Context: an optimization exercise on an open-source flow, tuned for small area, a short achievable clock period and few clock cycles per item. The choices shown serve that exercise and are no tape-out recipe.
The RTL was checked by simulation tests, not by an equivalence proof against the original design.
Power and IR drop assume default switching activity.

== T ==
==> flow/design.v <==
module sc_ram #(
    parameter ADDR_WIDTH=8, 
    parameter DATA_WIDTH=16
)
(
    input logic clk,
    input logic rst,
    input logic wea,
    output logic wready,
    input logic [ADDR_WIDTH-1:0] addra,
    input logic [DATA_WIDTH-1:0] dia,
    input logic [ADDR_WIDTH-1:0] addrb,
    output logic [DATA_WIDTH-1:0] dob
);
localparam LW = 4;                     
localparam HW = ADDR_WIDTH - LW;       
localparam NP = 2**LW;                 
localparam NR = 2**HW;                 
logic [DATA_WIDTH-1:0] ring [NR-1:0][NP-1:0];
logic [LW-1:0] phase;
logic [LW-1:0] tag [NP-1:0];
logic                  wb_valid;
logic [ADDR_WIDTH-1:0] wb_addr;
logic [LW-1:0]         wb_place;       
logic [DATA_WIDTH-1:0] wb_data;
logic                  wb_commit;      
assign wb_commit = wb_valid && (wb_place == NP-1);
always_ff @(posedge clk or posedge rst) begin
    if (rst) begin
        phase <= '0;
        for (int p = 0; p < NP; p++)
            tag[p] <= p[LW-1:0];
        wb_valid <= 1'b0;
        wready <= 1'b1;
    end else begin
        phase <= phase + 1'b1;
        for (int p = 1; p < NP; p++)
            tag[p] <= tag[p-1];
        tag[0] <= tag[NP-1];
        if (wea && wready) begin
            wb_valid <= 1'b1;
            wready <= 1'b0;
        end else if (wb_commit) begin
            wb_valid <= 1'b0;
            wready <= 1'b1;
        end
    end
end
always_ff @(posedge clk) begin
    if (wea && wready) begin
        wb_addr  <= addra;
        wb_place <= addra[LW-1:0] + phase + 1'b1;
        wb_data  <= dia;
    end else begin
        wb_place <= wb_place + 1'b1;
    end
end
always_ff @(posedge clk) begin
    for (int r = 0; r < NR; r++) begin
        for (int p = 1; p < NP; p++)
            ring[r][p] <= ring[r][p-1];
        ring[r][0] <= (wb_commit && wb_addr[ADDR_WIDTH-1:LW] == r[HW-1:0]) ? wb_data : ring[r][NP-1];
    end
end
logic [NP-1:0] rd_place;
logic          rd_fwd;
always_comb begin
    for (int p = 0; p < NP; p++)
        rd_place[p] = addrb[LW-1:0] == tag[p];
end
assign rd_fwd = wb_valid && (wb_addr == addrb);
logic [DATA_WIDTH-1:0] by_place [NP-1:0];
logic [DATA_WIDTH-1:0] rd_word;
logic [DATA_WIDTH-1:0] t1 [NP-1:0][7:0];
logic [DATA_WIDTH-1:0] t2 [NP-1:0][3:0];
logic [DATA_WIDTH-1:0] t3 [NP-1:0][1:0];
logic [HW-1:0] hi;
assign hi = addrb[ADDR_WIDTH-1:LW];
always_comb begin
    for (int p = 0; p < NP; p++) begin
        for (int k = 0; k < 8; k++) t1[p][k] = hi[0] ? ring[2*k+1][p] : ring[2*k][p];
        for (int k = 0; k < 4; k++) t2[p][k] = hi[1] ? t1[p][2*k+1] : t1[p][2*k];
        for (int k = 0; k < 2; k++) t3[p][k] = hi[2] ? t2[p][2*k+1] : t2[p][2*k];
        by_place[p] = hi[3] ? t3[p][1] : t3[p][0];
    end
end
genvar gb, gp;
generate
    for (gb = 0; gb < DATA_WIDTH; gb++) begin : g_out
        logic [NP-1:0] col;
        for (gp = 0; gp < NP; gp++) begin : g_place
            assign col[gp] = by_place[gp][gb];
        end
        sel_or16 u_sel (.sel(rd_place), .d(col), .y(rd_word[gb]));
    end
endgenerate
assign dob = rd_fwd ? wb_data : rd_word;
endmodule  
module sel_or16 (
    input  logic [15:0] sel,
    input  logic [15:0] d,
    output logic        y
);
assign y = |(sel & d);
endmodule  
module li_ram #(
    parameter ADDR_WIDTH=8,
    parameter DATA_WIDTH=16
)
(
    input clk,
    input rst,
    input logic [ADDR_WIDTH-1:0] rd_req_addr_in,
    input logic                      rd_req_valid_in,
    output logic                     rd_req_ready_out,
    output logic [DATA_WIDTH-1:0] rd_resp_data_out,
    output logic                      rd_resp_valid_out,
    input logic                       rd_resp_ready_in,
    input logic [ADDR_WIDTH-1:0]  wr_addr_in,
    input logic [DATA_WIDTH-1:0]  wr_data_in,
    input logic                       wr_valid_in,
    output logic                      wr_ready_out
);
logic [DATA_WIDTH-1:0] rd_data;   
logic rd_acc;
assign rd_acc = rd_req_valid_in && rd_req_ready_out;
sc_ram #(
    .ADDR_WIDTH(ADDR_WIDTH),
    .DATA_WIDTH(DATA_WIDTH)
) li_ram_storage (
    .clk(clk),
    .rst(rst),
    .wea(wr_valid_in),
    .wready(wr_ready_out),
    .addra(wr_addr_in),
    .dia(wr_data_in),
    .addrb(rd_req_addr_in),
    .dob(rd_data)
);
logic [DATA_WIDTH-1:0] skid_data;
logic                  skid_valid;
logic                  out_free;
assign out_free = !rd_resp_valid_out || rd_resp_ready_in;
always_ff @(posedge clk or posedge rst) begin
    if (rst) begin
        rd_resp_valid_out <= 1'b0;
        skid_valid <= 1'b0;
        rd_req_ready_out <= 1'b1;
    end else begin
        if (out_free) begin
            rd_resp_valid_out <= skid_valid || rd_acc;
            skid_valid <= 1'b0;
            rd_req_ready_out <= 1'b1;
        end else if (rd_acc) begin
            skid_valid <= 1'b1;
            rd_req_ready_out <= 1'b0;
        end
    end
end
always_ff @(posedge clk) begin
    if (out_free)
        rd_resp_data_out <= skid_valid ? skid_data : rd_data;
    if (!out_free && !skid_valid)
        skid_data <= rd_data;
end
endmodule  
export LEC_CHECK = 0
export CAP_MARGIN = 20
export CORE_MARGIN = 2
export CORE_UTILIZATION = 30
export CTS_CLUSTER_DIAMETER = 80
export CTS_CLUSTER_SIZE = 30
export SETUP_SLACK_MARGIN = 1.5
export SLEW_MARGIN = 20
export SYNTH_HIERARCHICAL = 1
export SYNTH_MINIMUM_KEEP_SIZE = 0
create_clock -name core_clock -period 3.7 [get_ports {clk}]
run.sh (not shown) runs the stock make flow with config.mk's settings and CLKGATE_MAP_FILE= SYNTH_SCRIPT=/design/flow/synth_recipe.tcl, a recipe that flattens the netlist after the stock synthesis.
Testbench counts of T, summed over its fixed seeds: cycles 24,008, reads 20,000.
Setup changes, T to Q
--- a/flow/design.v
+++ b/flow/design.v
@@ -9,9 +9,11 @@
     output logic wready,
     input logic [ADDR_WIDTH-1:0] addra,
     input logic [DATA_WIDTH-1:0] dia,
     input logic [ADDR_WIDTH-1:0] addrb,
-    output logic [DATA_WIDTH-1:0] dob
+    output logic [DATA_WIDTH-1:0] dob_ring,    
+    output logic                  dob_fwd,     
+    output logic [DATA_WIDTH-1:0] dob_buf      
 );
 localparam LW = 4;                     
 localparam HW = ADDR_WIDTH - LW;       
 localparam NP = 2**LW;                 
@@ -70,22 +72,22 @@
 end
 assign rd_fwd = wb_valid && (wb_addr == addrb);
 logic [DATA_WIDTH-1:0] by_place [NP-1:0];
 logic [DATA_WIDTH-1:0] rd_word;
-logic [DATA_WIDTH-1:0] t1 [NP-1:0][7:0];
-logic [DATA_WIDTH-1:0] t2 [NP-1:0][3:0];
-logic [DATA_WIDTH-1:0] t3 [NP-1:0][1:0];
 logic [HW-1:0] hi;
 assign hi = addrb[ADDR_WIDTH-1:LW];
-always_comb begin
-    for (int p = 0; p < NP; p++) begin
-        for (int k = 0; k < 8; k++) t1[p][k] = hi[0] ? ring[2*k+1][p] : ring[2*k][p];
-        for (int k = 0; k < 4; k++) t2[p][k] = hi[1] ? t1[p][2*k+1] : t1[p][2*k];
-        for (int k = 0; k < 2; k++) t3[p][k] = hi[2] ? t2[p][2*k+1] : t2[p][2*k];
-        by_place[p] = hi[3] ? t3[p][1] : t3[p][0];
+genvar gb, gp, gr;
+generate
+    for (gp = 0; gp < NP; gp++) begin : g_l1
+        for (gb = 0; gb < DATA_WIDTH; gb++) begin : g_bit
+            logic [NR-1:0] col;
+            for (gr = 0; gr < NR; gr++) begin : g_ring
+                assign col[gr] = ring[gr][gp][gb];
+            end
+            mux16 u_mux (.s(hi), .d(col), .y(by_place[gp][gb]));
+        end
     end
-end
-genvar gb, gp;
+endgenerate
 generate
     for (gb = 0; gb < DATA_WIDTH; gb++) begin : g_out
         logic [NP-1:0] col;
         for (gp = 0; gp < NP; gp++) begin : g_place
@@ -93,16 +95,25 @@
         end
         sel_or16 u_sel (.sel(rd_place), .d(col), .y(rd_word[gb]));
     end
 endgenerate
-assign dob = rd_fwd ? wb_data : rd_word;
+assign dob_ring = rd_word;
+assign dob_fwd = rd_fwd;
+assign dob_buf = wb_data;
 endmodule  
 module sel_or16 (
     input  logic [15:0] sel,
     input  logic [15:0] d,
     output logic        y
 );
 assign y = |(sel & d);
+endmodule  
+module mux16 (
+    input  logic [3:0]  s,
+    input  logic [15:0] d,
+    output logic        y
+);
+assign y = d[s];
 endmodule  
 module li_ram #(
     parameter ADDR_WIDTH=8,
     parameter DATA_WIDTH=16
@@ -120,9 +131,11 @@
     input logic [DATA_WIDTH-1:0]  wr_data_in,
     input logic                       wr_valid_in,
     output logic                      wr_ready_out
 );
-logic [DATA_WIDTH-1:0] rd_data;   
+logic [DATA_WIDTH-1:0] rd_ring;   
+logic                  rd_fwd;    
+logic [DATA_WIDTH-1:0] rd_buf;    
 logic rd_acc;
 assign rd_acc = rd_req_valid_in && rd_req_ready_out;
 sc_ram #(
     .ADDR_WIDTH(ADDR_WIDTH),
@@ -134,9 +147,11 @@
     .wready(wr_ready_out),
     .addra(wr_addr_in),
     .dia(wr_data_in),
     .addrb(rd_req_addr_in),
-    .dob(rd_data)
+    .dob_ring(rd_ring),
+    .dob_fwd(rd_fwd),
+    .dob_buf(rd_buf)
 );
 logic [DATA_WIDTH-1:0] skid_data;
 logic                  skid_valid;
 logic                  out_free;
@@ -156,11 +171,17 @@
             rd_req_ready_out <= 1'b0;
         end
     end
 end
+logic [DATA_WIDTH-1:0] alt_data;
+logic                  use_alt;
+logic [DATA_WIDTH-1:0] new_data;
+assign alt_data = skid_valid ? skid_data : rd_buf;
+assign use_alt  = skid_valid || rd_fwd;
+assign new_data = use_alt ? alt_data : rd_ring;
 always_ff @(posedge clk) begin
     if (out_free)
-        rd_resp_data_out <= skid_valid ? skid_data : rd_data;
+        rd_resp_data_out <= new_data;
     if (!out_free && !skid_valid)
-        skid_data <= rd_data;
+        skid_data <= new_data;
 end
 endmodule  
Results
- When the final numbers for Q and T were put side by side, the global-route track usage on met1 turned out to be smaller in Q.
- Compared with T, in Q core utilization roughly the same, wire length of the first global-routing pass went down by 3.9%.
- The higher share of the final layout cell area in multi-input gates of Q and T is in Q.
- Higher proportion of power drawn by combinational gates was reported by T, not Q.
- T and Q ended up with roughly the same proportion of power drawn by the clock network.
- In Q, minimum hold slack is higher than in T.
- T -> Q: via count decreased slightly
- Between Q and T, the difference in async set or reset register ratio after synthesis is negligible.
- Number of instances in the synthesized netlist ends up higher on T.
- Compared Q vs T, and count of clock-buffer cells in the layout is up in Q.
- Q reports its highest metal layer with signal wires as met5 while T reports met4.
- T → Q: final worst setup slack moved up, overall die area up 4.0%.
Testbench counts of Q, summed over its fixed seeds: cycles 24,008, reads 20,000.

-- static timing again, ports no longer ideal --
The results above use ideal ports. As a check the final layouts listed here were re-extracted and re-timed, cells and wires unchanged.
Step 1 assumes that a clkbuf_16 drives the clock port and a buf_2 every other input.
Step 2 also shifts input and output timing later by t, the mid clock arrival at the registers, as if the neighbouring blocks saw the same clock.
Three values: ideal ports, drivers, drivers and shift; two values: the first two.
| run | t (ns) | slack for setup (ns) | worst slew at a driven data input, ns |
|---|---|---|---|
| T | 0.989 | 0.823 / 0.644 / -0.346 | 0.31 |
| Q | 0.964 | 0.903 / 0.757 / -0.206 | 0.24 |
With both steps, setup timing fails in T and Q, where it was met with ideal ports. For T, which loses most, drivers alone change the setup slack by -0.179 ns; drivers and shift together by -1.169 ns.
